What follows belongs to an exercise in optimizing a design on an open flow for small area, a short achievable clock period and few clock cycles; a production flow would make more cautious choices. The RTL was checked by simulation tests, not by an equivalence proof against the original design. Power and IR drop assume default switching activity.

`flow/run.sh`:
```
#!/bin/bash
# synth_recipe.tcl (not shown) runs the flow's synth.tcl, then flattens the netlist and writes it again
# the make line also repeats each setting of config.mk as NAME=value (left out here)
make -C /OpenROAD-flow-scripts/flow DESIGN_CONFIG=/design/flow/config.mk WORK_HOME=/design/flow/orfs CLKGATE_MAP_FILE= SYNTH_SCRIPT=/design/flow/synth_recipe.tcl finish
```
`flow/constraint.sdc`:
```
create_clock -name core_clock -period 8.0 [get_ports {cache_clk}]
set_input_delay 1.6000 -clock core_clock [delete_from_list [all_inputs] [get_ports {cache_clk}]]
set_output_delay 1.6000 -clock core_clock [all_outputs]
set_load 0.01 [all_outputs]
```
`flow/design.v`:
```
`timescale 1ns / 1ps
module UnitaryEncoder #(
	parameter INPUT_WIDTH = 3,
	localparam OUTPUT_WIDTH = 2**INPUT_WIDTH
) (
	input wire [INPUT_WIDTH-1:0]addr,
	output reg [OUTPUT_WIDTH-1:0]selector
);
always @*
  selector = {{(OUTPUT_WIDTH-1){1'b0}},1'b1} << addr;
endmodule
`timescale 1ns / 1ps
module HitGenerator(
		hit,
		hit_out,
		chan
    );
	 parameter CHAN_COUNT = 8;
	 parameter CHAN_WIDTH = 3;
	 integer i;
	 input [CHAN_COUNT-1:0] hit;
	 output hit_out;
	 output reg [CHAN_WIDTH-1:0] chan;
	 assign hit_out = |hit;
	 always @* begin
		 chan = 0;  
		 for (i=0; i<CHAN_COUNT; i=i+1)
			  if (hit[i]) chan = i;
	  end
endmodule
`timescale 1ns / 1ps
module ChannelModule (
	tag,
	index,
	mod_in,
	wr ,
	age ,
	lru_clr ,
	clk ,
	rst ,
	tag_out ,
	valid ,
	lru ,
	mod_out,
	hit
);
parameter TAG_WIDTH= 8;
parameter INDEX_WIDTH= 4;
parameter LRU_WIDTH= 3;
parameter GROUP_COUNT=16;
parameter CHANNEL_NUM = 0;
reg [TAG_WIDTH-1:0] TAG_DATA [GROUP_COUNT-1:0];
reg [LRU_WIDTH-1:0] LRU_DATA [GROUP_COUNT-1:0];
reg MOD_DATA [GROUP_COUNT-1:0];
reg VALID_DATA [GROUP_COUNT-1:0];
input wire [ TAG_WIDTH-1:0] tag;
input wire [INDEX_WIDTH-1:0] index;
input wire mod_in;
input wire wr;
input wire age;
input wire clk;
input wire lru_clr;
input wire rst;
output wire [TAG_WIDTH-1:0] tag_out;
output wire valid;
output wire [LRU_WIDTH-1:0] lru;
output wire mod_out;
output wire hit;
assign tag_out = TAG_DATA[index];  
assign lru = LRU_DATA[index];
assign mod_out = MOD_DATA[index];
assign valid = VALID_DATA[index];
assign hit = (tag == tag_out) & valid;
integer i;
always @(posedge clk or posedge rst)
begin
	if (rst) begin
		for( i=0; i<GROUP_COUNT; i=i+1)
		begin
			LRU_DATA[i] <= CHANNEL_NUM;
			MOD_DATA[i] <= 0;
			VALID_DATA[i] <= 0;
		end
	end else begin
		if (wr)
		begin
			VALID_DATA[index] <= 1;
			MOD_DATA[index] <= mod_in;	
		end else if ( mod_in )
			MOD_DATA[index]<=mod_in;
		else if ( age ) begin
			LRU_DATA[index] <= LRU_DATA[index]+1;
		end else if (lru_clr ) begin
			LRU_DATA[index] <=0;
		end
	end
end
always @(posedge clk)
begin
	if (wr)
		TAG_DATA[index] <= tag;
end
endmodule
`timescale 1ns / 1ps
module TagMemory#(
	parameter TAG_WIDTH = 8,
	parameter INDEX_WIDTH = 4,
	parameter OFFSET_WIDTH = 4,
	parameter CHAN_WIDTH = 3
) (
	tag_in,
   index ,
   wr ,
   mod_in ,
   age ,
	clk ,
	rst ,
   chan ,
   age_chan ,
   age_tag ,
   age_mod ,
	age_valid,
   hit 
);
genvar i;
integer j;
localparam LRU_WIDTH = CHAN_WIDTH;
localparam CHAN_COUNT = 8;
input wire	[TAG_WIDTH-1:0]	tag_in;
input wire	[INDEX_WIDTH-1:0]	index;
input wire	wr;
input wire	mod_in;
input wire	age;
input wire 	clk;
input wire 	rst;
output wire  [CHAN_WIDTH-1:0] chan;
output reg  [CHAN_WIDTH-1:0] age_chan;
output reg  [TAG_WIDTH-1:0]	age_tag;
output reg  age_mod;
output wire  hit;
output reg age_valid;
wire [TAG_WIDTH-1:0]	channel_tag_out [CHAN_COUNT-1:0]	;
wire [LRU_WIDTH-1:0]	channel_lru	[CHAN_COUNT-1:0]		;
wire 						channel_valid	[CHAN_COUNT-1:0]	;
wire 						channel_mod_out [CHAN_COUNT-1:0]	;
wire [CHAN_COUNT-1:0]	channel_hit;
wire [CHAN_COUNT-1:0]	channel_en;
wire [CHAN_COUNT-1:0]	age_channel_en;
wire [CHAN_COUNT-1:0]	channel_en_local;
wire [LRU_WIDTH-1:0] hit_lru;
assign hit_lru = channel_lru[chan];
always @* begin
		age_mod = channel_mod_out[0];
		age_chan = 0;
		age_tag = channel_tag_out[0];
		age_valid = channel_valid[0];	
		for( j = 0; j<CHAN_COUNT; j=j+1)
		begin
			if( channel_lru[j] == {LRU_WIDTH{1'b1}} )
			begin
				age_mod = channel_mod_out[j];
				age_chan = j;
				age_tag = channel_tag_out[j];
				age_valid = channel_valid[j];
			end
		end
	end
HitGenerator hit_gen(
	.hit		( channel_hit	),
	.hit_out	( hit				),
	.chan		( chan			)
);
UnitaryEncoder chan_selector(
	.addr( 		chan ),
	.selector(	channel_en )
);
UnitaryEncoder age_chan_selector(
	.addr( 		age_chan			),
	.selector(	age_channel_en	)
);
generate
for(i=0;i<CHAN_COUNT;i=i+1)
	begin: epic_channel
		assign channel_en_local[i] = 
		(channel_hit[i]? ( channel_en[i] ):(age_channel_en[i] )) && wr;
		ChannelModule#(
			.TAG_WIDTH(TAG_WIDTH),
			.INDEX_WIDTH(INDEX_WIDTH),
			.LRU_WIDTH(LRU_WIDTH),
			.GROUP_COUNT(2**INDEX_WIDTH),
			.CHANNEL_NUM(i)
		) channel(
			.tag		( tag_in	),
			.index	( index	),
			.mod_in	( mod_in && channel_en[i]),
			.wr		( channel_en_local[i] ),
			.age		( (channel_lru[i] < hit_lru ) && age), 
			.lru_clr	( age && ( channel_lru[i]==hit_lru) ),
			.clk		( clk ) ,
			.rst		( rst ) ,
			.tag_out	(channel_tag_out[i]) ,
			.valid	(channel_valid[i]) ,
			.lru		(channel_lru[i]) ,
			.mod_out	(channel_mod_out[i]),
			.hit		(channel_hit[i])
		);
	end
endgenerate
endmodule
`timescale 1ns / 1ps
module TagMemoryMatrix #(
	parameter ADDR_WIDTH = 7,
	parameter DATA_WIDTH = 128
) (
	input wire clka,
	input wire rsta,
	input wire wea,
	input wire [ADDR_WIDTH-1:0] addra,
	input wire [DATA_WIDTH-1:0] dina,
	output reg [DATA_WIDTH-1:0] douta
);
reg [DATA_WIDTH-1:0] mem [0:(1<<ADDR_WIDTH)-1];
always @(posedge clka)
begin
	if (wea)
		mem[addra] <= dina;
end
always @(posedge clka)
begin
	if (rsta)
		douta <= 0;
	else if (wea)
		douta <= dina;
	else
		douta <= mem[addra];
end
endmodule
`timescale 1ns / 1ps
module DataMemory(
	index,
	chan,
	data_in,
	wr,
	data_out,
	clk,
	rsta
);
parameter INDEX_WIDTH = 4;
localparam ADDR_WIDTH = INDEX_WIDTH+CHAN_WIDTH;
parameter CHAN_WIDTH = 3;
parameter DATA_WIDTH = 128;
input wire [INDEX_WIDTH-1:0] index;
input wire [CHAN_WIDTH-1:0] chan;
input wire [DATA_WIDTH-1:0] data_in;
input wire wr;
input wire clk;
input wire rsta;
output wire [DATA_WIDTH-1:0] data_out;
TagMemoryMatrix #(
	.ADDR_WIDTH(ADDR_WIDTH),
	.DATA_WIDTH(DATA_WIDTH)
) dataBlock(
	.clka(clk),  
	.rsta(rsta),  
	.wea(wr),  
	.addra( {chan,index} ),  
	.dina(data_in),  
	.douta(data_out)  
);
endmodule
`timescale 1ns / 1ps
module DataFormer(
	str,
	wdata,
	bval,
	offset,
	o_str
);
genvar i;
parameter WORD_WIDTH = 32;
parameter WORD_COUNT = 4;
parameter OFFSET_WIDTH = 4;
localparam BVAL_WIDTH = WORD_COUNT;
localparam STR_WIDTH = WORD_COUNT*WORD_WIDTH;
input wire	[STR_WIDTH-1:0]		str;
input wire	[WORD_WIDTH-1:0]		wdata;
input wire	[BVAL_WIDTH-1:0]		bval;
input wire	[OFFSET_WIDTH-1:0]	offset;
output reg [STR_WIDTH-1:0]		o_str;
wire [8*BVAL_WIDTH-1:0] expanded_bval;
wire [WORD_WIDTH-1:0]	effective_word;
assign expanded_bval = { {8{bval[3]}}, {8{bval[2]}}, {8{bval[1]}}, {8{bval[0]}} };
assign effective_word = wdata & expanded_bval;
reg [STR_WIDTH-1:0] mask;
reg [STR_WIDTH-1:0] word_mask;
reg [7:0]	effective_shift;
always @(*)
begin
	mask = expanded_bval; 
	effective_shift = ((offset>>2))*WORD_WIDTH;
	mask = (mask<< effective_shift);
	o_str = (( ~mask & str ) | (effective_word << effective_shift) );
end
endmodule
`timescale 1ns / 1ps
module StrRegister(
	clk,
	rst,
	rshift,
	str_load,
	word_load,
	str_in,
	word_in,
	str_out,
	word_out
);
parameter WORD_WIDTH = 8;
parameter STR_WIDTH = 128;
input clk;
input	rst;
input	rshift;
input	str_load;
input	word_load;
input	[STR_WIDTH-1:0] str_in;
input	[WORD_WIDTH-1:0] word_in;
output [STR_WIDTH-1:0]	str_out;
output [WORD_WIDTH-1:0] word_out;
reg	[STR_WIDTH-1:0] str_buffer;
assign str_out = str_buffer;
assign word_out = str_buffer[WORD_WIDTH-1:0];
always @(posedge clk	or posedge rst)
begin
	if(rst) begin
		str_buffer <= 0;
	end else begin
		if( str_load ) begin
			str_buffer <= str_in;
		end else if (word_load) begin
			str_buffer <= { word_in, str_buffer[STR_WIDTH-1:WORD_WIDTH] };
		end else if (rshift ) begin
			str_buffer <= str_buffer >> WORD_WIDTH;
		end
	end
end
endmodule
`timescale 1ns / 1ps
module RCU(
	clk,
	rst,
	cache_avalid,
	cache_rnw,
	cache_ack,
	ram_ack,
	reg_rshift,
	reg_str_load,
	reg_word_load,
	addr_load,
	buffered_ram_rnw,
	buffered_ram_aval
);
input	clk;
input	rst;
input	cache_avalid;
input	cache_rnw;
input	ram_ack;
output reg	cache_ack;
output reg	reg_rshift;
output reg	reg_str_load;
output reg	reg_word_load;
output reg	addr_load;
output reg 	buffered_ram_rnw;
output reg	buffered_ram_aval;
localparam 	IDLE  = 0,
				WR_SEND = 1,
				WR_WAIT = 2,
				RD_RECV = 3,
				CACHE_ACK = 4;
localparam STATE_WIDTH = 3;
reg	[STATE_WIDTH-1:0]	state;
reg	[STATE_WIDTH-1:0]	next_state;
reg	[3:0]	count;
always @*
begin : TRANSITION_LOGIC
	next_state = state;
	case(state)
		IDLE : if( cache_avalid && cache_rnw)
					next_state = RD_RECV;
				else if ( cache_avalid && ~cache_rnw)
					next_state = WR_SEND;
		WR_SEND: if( count == 4'd15 )
					next_state = WR_WAIT;
		WR_WAIT: if( ram_ack )
					next_state = CACHE_ACK;
		RD_RECV: if( ram_ack && count == 4'd15 )
					next_state = CACHE_ACK;
		CACHE_ACK: next_state = IDLE;
		default : next_state = IDLE;
	endcase
end
always @*
begin:OUTPUT_LOGIC
	cache_ack = 0;
	reg_rshift = 0;
	reg_str_load = 0;
	reg_word_load = 0;
	addr_load = 0;
	case(state)
		IDLE: begin
			addr_load = cache_avalid;
			reg_str_load = cache_avalid && ~cache_rnw;
		end
		WR_SEND: reg_rshift = 1;
		RD_RECV: reg_word_load = ram_ack;
		CACHE_ACK: cache_ack = 1;
		default: begin
		end
	endcase
end
always @(posedge clk or posedge rst)
begin: STATE_TRANSITIONS
	if(rst == 1'b1) begin
		state <= IDLE;
		count <= 0;
		buffered_ram_aval <= 0;
		buffered_ram_rnw <= 0;
	end else begin
		state <= next_state;
		if (state == IDLE)
			count <= 0;
		else if (state == WR_SEND || (state == RD_RECV && ram_ack))
			count <= count + 1'b1;
		buffered_ram_aval <= (state == IDLE) && cache_avalid;
		if ((state == IDLE) && cache_avalid)
			buffered_ram_rnw <= cache_rnw;
	end
end
endmodule
`timescale 1ns / 1ps
module RAMInterface(
	wdata,
	tag,
	index,
	cache_ram_rnw,
	cache_ram_aval,
	cache_ram_ack,
	rdata,
	ram_addr,
	ram_aval,
	ram_rnw,
	ram_rdata,
	ram_wdata,
	ram_ack,
	cache_clk,
	rst
);
parameter TAG_WIDTH = 8;	
parameter INDEX_WIDTH = 4;
parameter STR_WIDTH = 128;
parameter RAM_ADDR_WIDTH = TAG_WIDTH+INDEX_WIDTH;
parameter RAM_WORD_WIDTH = 8;
input		wire [STR_WIDTH-1:0]		wdata;
output	wire [STR_WIDTH-1:0]		rdata;
input		wire [TAG_WIDTH-1:0]		tag;
input		wire [INDEX_WIDTH-1:0]	index;
input		wire cache_ram_rnw;
input		wire cache_ram_aval;
output	wire cache_ram_ack;
output	wire [RAM_ADDR_WIDTH-1:0] ram_addr;
input 	wire [RAM_WORD_WIDTH-1:0] ram_rdata;
output	wire [RAM_WORD_WIDTH-1:0] ram_wdata;
output	wire ram_aval;
output	wire ram_rnw;
input		wire ram_ack;
input wire	cache_clk;
input wire	rst;
wire reg_rshift;
wire reg_str_load;
wire reg_word_load;
wire addr_load;
wire [STR_WIDTH-1:0]			str_buffer;
reg  [RAM_ADDR_WIDTH-1:0]	addr_buffer;
assign ram_addr = addr_buffer;
assign ram_wdata = str_buffer[RAM_WORD_WIDTH-1:0];
assign rdata = str_buffer;
always @(posedge cache_clk or posedge rst)
begin
	if (rst)
		addr_buffer <= 0;
	else if (addr_load)
		addr_buffer <= {tag, index};
end
RCU RamControl(
	.clk(cache_clk),
	.rst(rst),
	.cache_avalid	( cache_ram_aval ),
	.cache_rnw		( cache_ram_rnw ),
	.cache_ack		( cache_ram_ack ),
	.ram_ack			( ram_ack ),
	.reg_rshift		(reg_rshift),
	.reg_str_load	(reg_str_load),
	.reg_word_load	(reg_word_load),
	.addr_load		(addr_load),
	.buffered_ram_rnw(ram_rnw),
	.buffered_ram_aval(ram_aval)
);
StrRegister #(
	.WORD_WIDTH (RAM_WORD_WIDTH),
	.STR_WIDTH	(STR_WIDTH)
) StrReg(
	.clk(cache_clk),
	.rst(rst),
	.rshift		(reg_rshift ),
	.str_load	(reg_str_load),
	.word_load	(reg_word_load),
	.str_in	(wdata),
	.word_in	(ram_rdata),
	.str_out	(str_buffer),
	.word_out ()
);
endmodule
`timescale 1ns / 1ps
module CacheControlUnit(
	hit,
	age_mod,
	sys_rd,
	sys_wr,
	ram_ack,
	age_valid,
	clk,
	reset,
	tag_wr,
	mod,
	age,
	chan_sel,
	data_sel,
	tag_sel,
	cache_wr,
	ram_rnw,
	ram_aval,
	sys_ack,
	tx_fifo_ctrl
);
input wire hit;
input wire age_mod;
input wire sys_rd;
input wire sys_wr;
input wire ram_ack;
input wire clk;
input wire reset;
input wire age_valid;
output reg tag_wr;
output reg mod;
output reg age;
output reg chan_sel;
output reg data_sel;
output reg cache_wr;
output reg ram_rnw;
output reg ram_aval;
output reg sys_ack;
output reg tag_sel;
output reg tx_fifo_ctrl;
localparam IDLE  = 0,
				DATA_WR = 1,
				DATA_RD = 2,
				RAM_WR = 3,
				RAM_COMMIT_WR = 4,
				RAM_RD =5,
				RAM_COMMIT_RD = 6,
				RAM_RAW_WR = 7,
				AUX_TICK = 8;
localparam SIZE = 4;
reg   [SIZE-1:0]          state        ; 
reg  [SIZE-1:0]          next_state   ; 
reg buffered_sys_rd;
reg buffered_sys_wr;
always @(posedge clk or posedge reset)
begin	
	if( reset == 1) 
		buffered_sys_wr <= 0;
	else if( sys_ack == 1) 
		buffered_sys_wr <= 0;
	else if (sys_wr == 1)
		buffered_sys_wr <= sys_wr;
	else 
		buffered_sys_wr <= buffered_sys_wr;
end
always @(posedge clk or posedge reset)
begin
	if( reset == 1)
		buffered_sys_rd <= 0;
	else if( sys_ack == 1) 
		buffered_sys_rd <= 0;
	else if( sys_rd == 1)
		buffered_sys_rd <= sys_rd;
	else 
		buffered_sys_rd <= buffered_sys_rd;
end
always @*
begin : TRANSITION_LOGIC
  next_state = 0;
  case(state)
    IDLE : if (buffered_sys_wr && hit) begin
						next_state = DATA_WR;
               end else if (buffered_sys_rd && hit) begin
						next_state= DATA_RD;
               end else if (age_mod && ~hit && (buffered_sys_wr || buffered_sys_rd) ) begin
						next_state = RAM_WR;
               end else if (~age_mod && ~hit && (buffered_sys_wr || buffered_sys_rd) ) begin
						next_state = RAM_RD;
					end else begin
						next_state = state;
					end 
    DATA_RD : next_state = AUX_TICK;
    DATA_WR : next_state = DATA_RD;
	 RAM_WR : next_state = RAM_COMMIT_WR;
	 RAM_COMMIT_WR: if( ram_ack ) 
							next_state = RAM_RD;
						 else 
							next_state = state;
	 RAM_RD  : next_state = RAM_COMMIT_RD;
	 RAM_COMMIT_RD: if(ram_ack)
							next_state = RAM_RAW_WR;
						 else 
							next_state = state;
	 RAM_RAW_WR: if(buffered_sys_wr == 1'b1) begin
						next_state = DATA_WR;
					end else if(buffered_sys_rd == 1'b1) begin
						next_state = DATA_RD;
					end else begin
						next_state = IDLE;
					end
	 AUX_TICK: next_state = IDLE;
    default : next_state = state;
   endcase
end 
always @(posedge clk or posedge reset)
begin: STATE_TRANSITIONS
	if(reset == 1'b1)
	begin
		state <= IDLE;
	end else begin
		state <= next_state;
	end
end
always @(*)
begin:OUTPUT_LOGIC
		tag_wr = 0;
		mod = 0;
		age = 0;
		chan_sel = 0;
		data_sel = 0;
		cache_wr = 0;
		ram_rnw = 0;
		ram_aval = 0;
		sys_ack = 0;
		tag_sel = 1;
		tx_fifo_ctrl = 0;
		case(state)
			IDLE: begin
			end
			DATA_WR: begin
				data_sel = 0;
				chan_sel = 0;
				mod = 1;
				cache_wr = 1;
			end
			DATA_RD: begin
				age = 1;
				sys_ack = 1;
				tx_fifo_ctrl = 1;
			end
			RAM_WR: begin
				chan_sel = 1;
				data_sel = 1;
			end
			RAM_COMMIT_WR: begin
				chan_sel = 1;
				data_sel = 1;
				ram_aval = 1;
			end
			RAM_RD: begin
				ram_rnw = 1;
				chan_sel = 1;
				data_sel = 1;
				tag_sel = 0;
			end
			RAM_COMMIT_RD: begin
				ram_rnw = 1;
				ram_aval = 1;
				chan_sel = 1;
				data_sel = 1;
				tag_sel = 0;
			end
			RAM_RAW_WR: begin
				chan_sel = 1;
				tag_wr = 1;
				cache_wr = 1;
				data_sel = 1;
			end
			AUX_TICK: begin
			end
			default: begin
			end
		endcase
end
endmodule
`timescale 1ns / 1ps
module CacheTop(
	sys_addr,
	sys_wdata,
	sys_rdata,
	sys_rd,
	sys_wr,
	sys_ack,
	sys_bval,
	ram_addr,
	ram_avalid,
	ram_rnw,
	ram_rdata,
	ram_wdata,
	ram_ack,
	cache_clk,
	rst
);
genvar i;
parameter ADDR_WIDTH = 16;
parameter WORD_WIDTH = 32;
parameter RAM_WORD_WIDTH = 8;
parameter CHAN_WIDTH = 3;
parameter CHAN_COUNT = 8;
parameter STR_WORD_COUNT = 4;
localparam TAG_WIDTH = 10;
localparam INDEX_WIDTH = 2;
localparam OFFSET_WIDTH = 4;
localparam STR_WIDTH = STR_WORD_COUNT*WORD_WIDTH;
localparam BVAL_WIDTH = WORD_WIDTH/8;
localparam RAM_ADDR_WIDTH = TAG_WIDTH+INDEX_WIDTH;
input		wire	[ADDR_WIDTH-1:0] sys_addr;
input		wire	[WORD_WIDTH-1:0] sys_wdata;
output	wire	[WORD_WIDTH-1:0] sys_rdata;
input		wire	[BVAL_WIDTH-1:0]	sys_bval;
input		wire	sys_rd;
input		wire	sys_wr;
output	wire	sys_ack;
output	wire	[RAM_ADDR_WIDTH-1:0] 		ram_addr;
input		wire	[RAM_WORD_WIDTH-1:0] ram_rdata;
output	wire	[RAM_WORD_WIDTH-1:0] ram_wdata;
output	wire	ram_avalid;
output	wire	ram_rnw;
input 	wire	ram_ack;
input wire	cache_clk;
input wire rst;
wire hit;
wire age;
wire age_mod;
wire tag_wr;
wire ram_inner_ack;
wire mod;
wire age_valid;
wire tx_fifo_ctrl;
wire tag_sel;
wire chan_sel;
wire data_sel;
wire cache_wr;
wire ram_rnw_inner;
wire ram_aval_inner;
wire [STR_WIDTH-1:0] cache_str;
wire [STR_WIDTH-1:0] cpu_data;
wire [STR_WIDTH-1:0] ram_data;
wire [TAG_WIDTH-1:0]		age_tag;
wire [CHAN_WIDTH-1:0]	chan;
wire [CHAN_WIDTH-1:0]	age_chan;
reg	[TAG_WIDTH-1:0]		tag;
reg	[INDEX_WIDTH-1:0]		index;
reg	[OFFSET_WIDTH-1:0]	offset;
always @*
   {tag, index, offset} = sys_addr;
assign sys_rdata = cache_str>> ((offset >> 2) * WORD_WIDTH);
DataFormer cpuDataFormer(
	.str(cache_str),
	.wdata(sys_wdata),
	.bval(sys_bval),
	.offset(offset),
	.o_str(cpu_data)
);
RAMInterface #(
	.TAG_WIDTH(TAG_WIDTH),
	.INDEX_WIDTH(INDEX_WIDTH)
) RAMIf(
	.wdata (cache_str),
	.tag ( tag_sel ? age_tag : tag ),
	.index (  index),
	.cache_ram_rnw (ram_rnw_inner),
	.cache_ram_aval (ram_aval_inner),
	.cache_ram_ack (ram_inner_ack) ,
	.rdata (ram_data) ,
	.ram_addr (ram_addr),
	.ram_aval(ram_avalid),
	.ram_rnw(ram_rnw),
	.ram_rdata(ram_rdata),
	.ram_wdata(ram_wdata),
	.ram_ack(ram_ack),
	.cache_clk(cache_clk),
	.rst(rst)
);
TagMemory #(
	.TAG_WIDTH(TAG_WIDTH),
	.INDEX_WIDTH(INDEX_WIDTH)
) tagMemory(
	.tag_in	(tag),
   .index	(index) ,
   .wr		(tag_wr) ,
   .mod_in	(mod) ,
   .age		(age),
	.clk 		(cache_clk),
	.rst 		(rst),
   .chan 		(chan),
   .age_chan 	(age_chan),
   .age_tag 	(age_tag),
   .age_mod 	(age_mod),
	.age_valid	(age_valid),
   .hit			(hit) 
);
CacheControlUnit CCU(
	.hit			( hit ) ,
	.age_mod		( age_mod ),
	.sys_rd		( sys_rd ),
	.sys_wr		( sys_wr ),
	.ram_ack		( ram_inner_ack ),
	.clk			( cache_clk ),
	.reset		( rst ),
	.age_valid	( age_valid),
	.tag_wr		( tag_wr ),
	.mod			( mod ),
	.age			( age ),
	.chan_sel	( chan_sel ),
	.data_sel	( data_sel ),
	.tag_sel		( tag_sel	),
	.cache_wr	( cache_wr ),
	.ram_rnw		( ram_rnw_inner ),
	.ram_aval	( ram_aval_inner ),
	.sys_ack		( sys_ack ),
	.tx_fifo_ctrl
);
DataMemory #(
	.INDEX_WIDTH(INDEX_WIDTH)
) DataMem(
	.index		( index ),
	.chan			( chan_sel ? age_chan : chan ),
	.data_in		( data_sel ? ram_data : cpu_data ),
	.wr			( cache_wr ),
	.data_out	( cache_str ),
	.clk			( cache_clk ),
	.rsta			( rst )
);
endmodule
```
`flow/config.mk`:
```
export PLATFORM = sky130hd
export DESIGN_NAME = CacheTop
export DESIGN_NICKNAME = CacheTop
export VERILOG_FILES = /design/flow/design.v
export SDC_FILE = /design/flow/constraint.sdc
export NUM_CORES = 4
export LEC_CHECK = 0
export CAP_MARGIN = 20
export CORE_MARGIN = 2
export CORE_UTILIZATION = 40
export SLEW_MARGIN = 20
export SYNTH_MEMORY_MAX_BITS = 8192
```
==> flow_summary.ini <==
[placement]
dpl_cell_area_mm2 = 0.2056
place_hpwl_mm = 316.7
portBuffers = 117
globalplace.congestion = 0.8694

[critical_path]
worst-path-buf-inv = 3
cp_slowest_cell = buf_4
slowest_delay_ns = 0.53
rr_startpoint = tagMemory.epic_channel[2].channel.TAG_DATA[2][0]
critical_path_required_ns = 8.90
rrSetupSlack_ns = 2.51
critPathMaxFanout = 122
path_cells = buf_12 -> buf_4 -> mux4_2 -> xnor2_1 -> nor4_1 -> o2111ai_1 -> o31ai_1 -> o21ai_0 -> and3_1 -> a211oi_1 -> o211ai_1 -> o21ai_0 -> buf_4 -> ha_1 -> nor2b_1 -> o21a_1 -> nor3_1 -> a41oi_1 -> a31oi_1 -> nand2_1 -> mux2_2
cp_top_family = compound AO/OA/AOI/OAI gates
worstPathArrival_ns = 7.38
critPathLaunchType = input port
r2r_cells = 19
worstSetupPathType = in2reg
rr_endpoint = tagMemory.epic_channel[6].channel.LRU_DATA[3][0]
end_kind = flip-flop

[power]
peakVddDrop_v = 0.0003581
leakage_nw = 71.68
power_density_mw_per_mm2 = 340.5

[layout]
drive_gt1_frac = 0.2657
fin_area_mm2 = 0.2218
final_common_cell = edfxtp_1
layout_common_cells = 4416 x edfxtp_1, 1148 x mux4_2, 753 x nand2_1, 478 x clkbuf_16, 275 x buf_4
final_core_util = 0.4631
nets = 10310
area_delta_synth_final_pct = 15.27

[floorplanning]
die_area_mm2 = 0.4866
core_mm2 = 0.4789
start_util = 0.4017
die_h_um = 697.5
die_x_um = 697.5
boundaryPins = 120
core.rowCount = 254

[logic_synthesis]
syn_inst = 9768
synth.area.top_cells = edfxtp_1 69%, mux4_2 13%, dfrtp_1 3.5%
ys_ff_latch = 4859
synth_edf_count = 4416
async_flop_share = 0.06483
syn_nets = 9877
ys_seq_area_frac = 0.7438
synthFlopType = edfxtp_1
netlist.area_leader.share = 0.6892
synth.distinct_cells = 84
yosys_warnings = 42
syn_avg_cell_area_um2 = 19.70
syn-cell-area_mm2 = 0.1924
synth_top_area_cell = edfxtp_1

[sta]
whs_ns = 0.4635
hold_viol_final = 0
final_max_slew_viol_count = 0
final-setup-viol-count = 0
fmax_ghz = 0.1543
fin_crit_sh = 0.8099
clock_skew_ns = 0.08715
worst_pin_slew_ns = 1.227
rsz0062_at_grt = no
period_minus_slack_ns = 6.479
max_slew_margin = 0.1819

[grt]
grt_max_degree = 158
grt_pass1_wl_mm = 788.2
gr-usage-all-layers = 0.2254
grt_pass1_vias = 102400
overflow = 0
antenna_found_initial = 33

[hold_path]
hp-class = reg2reg
hold_path_end = tagMemory.epic_channel[4].channel.VALID_DATA[0]
min_path_cells = 2
worstHoldStart = tagMemory.epic_channel[4].channel.VALID_DATA[0]

[clocking]
post_cts_resize_count = 0
htree_levels = 5
clkSinkCount = 4859
cts_root_buf = clkbuf_16
path_clk_slew_ns = 0.06
cts_buffers = 470
cts_hold_buf = 0
tritoncts = yes
clkLatencyLatePin_ns = 1.05
post_cts_buffers = 0
cts.path.max_buffers = 4

[route]
wl_per_cell_um = 32.95
remaining_drc_errors = 0
first_iter_violations = 14300
route.vias.total = 103500
totalWireLength_mm = 561.2
avgViaCountPerCell = 6.080
drt_pass1_iterations = 7
ant_nets = 0

[status]
status = finished clean

[flow_run]
max-cap-violations = 0
==> cell families (layout without fill, tap and decap cells) <==
group           Yosys count  in the layout  synth area share
flops                  4859           4859            0.7438
mux                    1430           1430            0.1495
compound gates         1352           1352           0.05470
simple gates           1309           1309           0.02841
buf+inv                 670           1515           0.01582
xor+xnor                104            104          0.004851
fa+ha+maj                44             44          0.002861
other cells               0             17                 0
==> power breakdown <==
group / internal (mW) / switching, mW / total (mW)
clock: 13.0 / 9.67 / 22.7
combinational: 4.49 / 12.8 / 17.3
sequential: 34.2 / 1.26 / 35.5
total: 51.7 / 23.8 / 75.5
==> per-layer routing <==
metal / vias up / global-route usage / wire, um / part of all wire
li1: 41290 / - / - / -
met1: 55890 / 0.3181 / 224000 / 0.40
met2: 5334 / 0.3554 / 262600 / 0.47
met3: 1009 / 0.03979 / 52870 / 0.094
met4: 24 / 0.07768 / 21600 / 0.038
met5: - / 0 / 145 / 0.00026
==> through the flow <==
step	power [mW]	setup TNS [ns]	instances	worst slack (ns)
after floorplan	44.81	-9150.19	9768	-3.608
after global placement	52.16	0	16130	0.5677
after detailed placement	52.92	0	16130	0.5351
after CTS	75.40	0	17010	1.595
after global routing	77.82	0	17020	1.135
final	75.51	0	17030	1.521
==> worst max-delay path by stage <==
stage / startpoint / end / slack [ns] / depth (start not counted)
6_report: sys_addr[5] / tagMemory.epic_channel[6].channel.LRU_DATA[3][0] / 1.52 / 21
5_1_grt: sys_addr[5] / tagMemory.epic_channel[5].channel.LRU_DATA[3][1] / 1.14 / 20
4_1_cts: sys_addr[5] / tagMemory.epic_channel[6].channel.LRU_DATA[3][0] / 1.59 / 21
3_5_place_dp: sys_addr[5] / tagMemory.epic_channel[6].channel.LRU_DATA[3][0] / 0.54 / 21
3_3_place_gp: sys_addr[5] / tagMemory.epic_channel[5].channel.LRU_DATA[3][1] / 0.57 / 20
2_1_floorplan: sys_addr[5] / DataMem.dataBlock.mem[14][0] / -3.61 / 25
==> flip-flops by register name (all words and copies together) (netlist names) <==
name / flops
CCU.buffered_sys_wr: 1
RAMIf.RamControl.count: 4
DataMem.dataBlock.mem: 4096
tagMemory.epic_channel.channel.MOD_DATA: 32
tagMemory.epic_channel.channel.VALID_DATA: 32
CCU.state: 4
RAMIf.addr_buffer: 12
RAMIf.StrReg.str_buffer: 128
tagMemory.epic_channel.channel.LRU_DATA: 96
CCU.buffered_sys_rd: 1
tagMemory.epic_channel.channel.TAG_DATA: 320
RAMIf.RamControl.buffered_ram_rnw: 1
RAMIf.RamControl.buffered_ram_aval: 1
DataMem.dataBlock.douta: 128
RAMIf.RamControl.state: 3
==> cell usage after synthesis, types with 8 or more instances <==
library cell,n
and2_1,24
o2bb2ai_1,15
nand2b_1,14
mux2_2,53
a221oi_1,168
dfrtp_1,267
o21ai_1,109
a221oi_2,156
or2_2,24
a31oi_1,144
mux4_2,1148
a311oi_1,10
xnor2_1,72
a22oi_1,43
nor4_1,8
clkbuf_1,386
buf_2,127
nand4_1,15
buf_1,57
o21ai_0,237
nand3_1,42
nor3_1,30
nor2_1,312
dfstp_2,48
dfxtp_1,128
a32o_1,14
o221a_1,104
a22o_1,12
inv_1,36
mux2i_1,207
o22ai_1,10
a211oi_1,22
edfxtp_1,4416
mux2_1,22
nand2_1,758
nor2b_1,23
a21oi_1,215
o21a_1,19
ha_1,44
or3_1,14
buf_6,28
and3_1,19
xor2_1,29
buf_4,29
==> tightest hold or removal path, stage by stage (launching register included) <==
cell and delay [ns]:
dfrtp_1 0.32, inv_1 0.05, o21ai_0 0.06
==> area by class of cell <==
| type | instances | area [um2] |
|---|---|---|
| fillers | 39610 | 257200 |
| clock buffers | 635 | 13060 |
| diodes | 17 | 42.54 |
| well taps | 6400 | 8008 |
| flip-flops and latches | 4859 | 143100 |
| multi-input cells | 4239 | 47500 |
| clock inverters | 251 | 2706 |
| repair buffers | 590 | 7183 |
| inverters | 39 | 166.4 |
Testbench counts, summed over its fixed seeds: cycles 151,996.

==> what the ideal ports hide <==
No port has a modelled driver above. Below, the same layout with a new extraction and two added sets of constraints. Step 1 sets driving cells, clkbuf_16 on the clock port and buf_2 on the other inputs (assumed; they add their load-dependent delay and slew). Step 2 moves the port delays by t, midway between the first and last clock arrival at a register: inputs arrive t later, outputs are due t later. That takes back most of the time a late clock gives input paths. a / b / c = no drivers / after step 1 / after step 2; a / b = the first two.
t (ns): 1.127
setup WS [ns]: 1.521 / 1.551 / 0.424
latest minus earliest clock arrival (ns): 0.100 / 0.100
After both steps this run still meets setup and hold. The setup slack of this run moves by +0.030 ns with the drivers and by -1.097 ns with both steps.
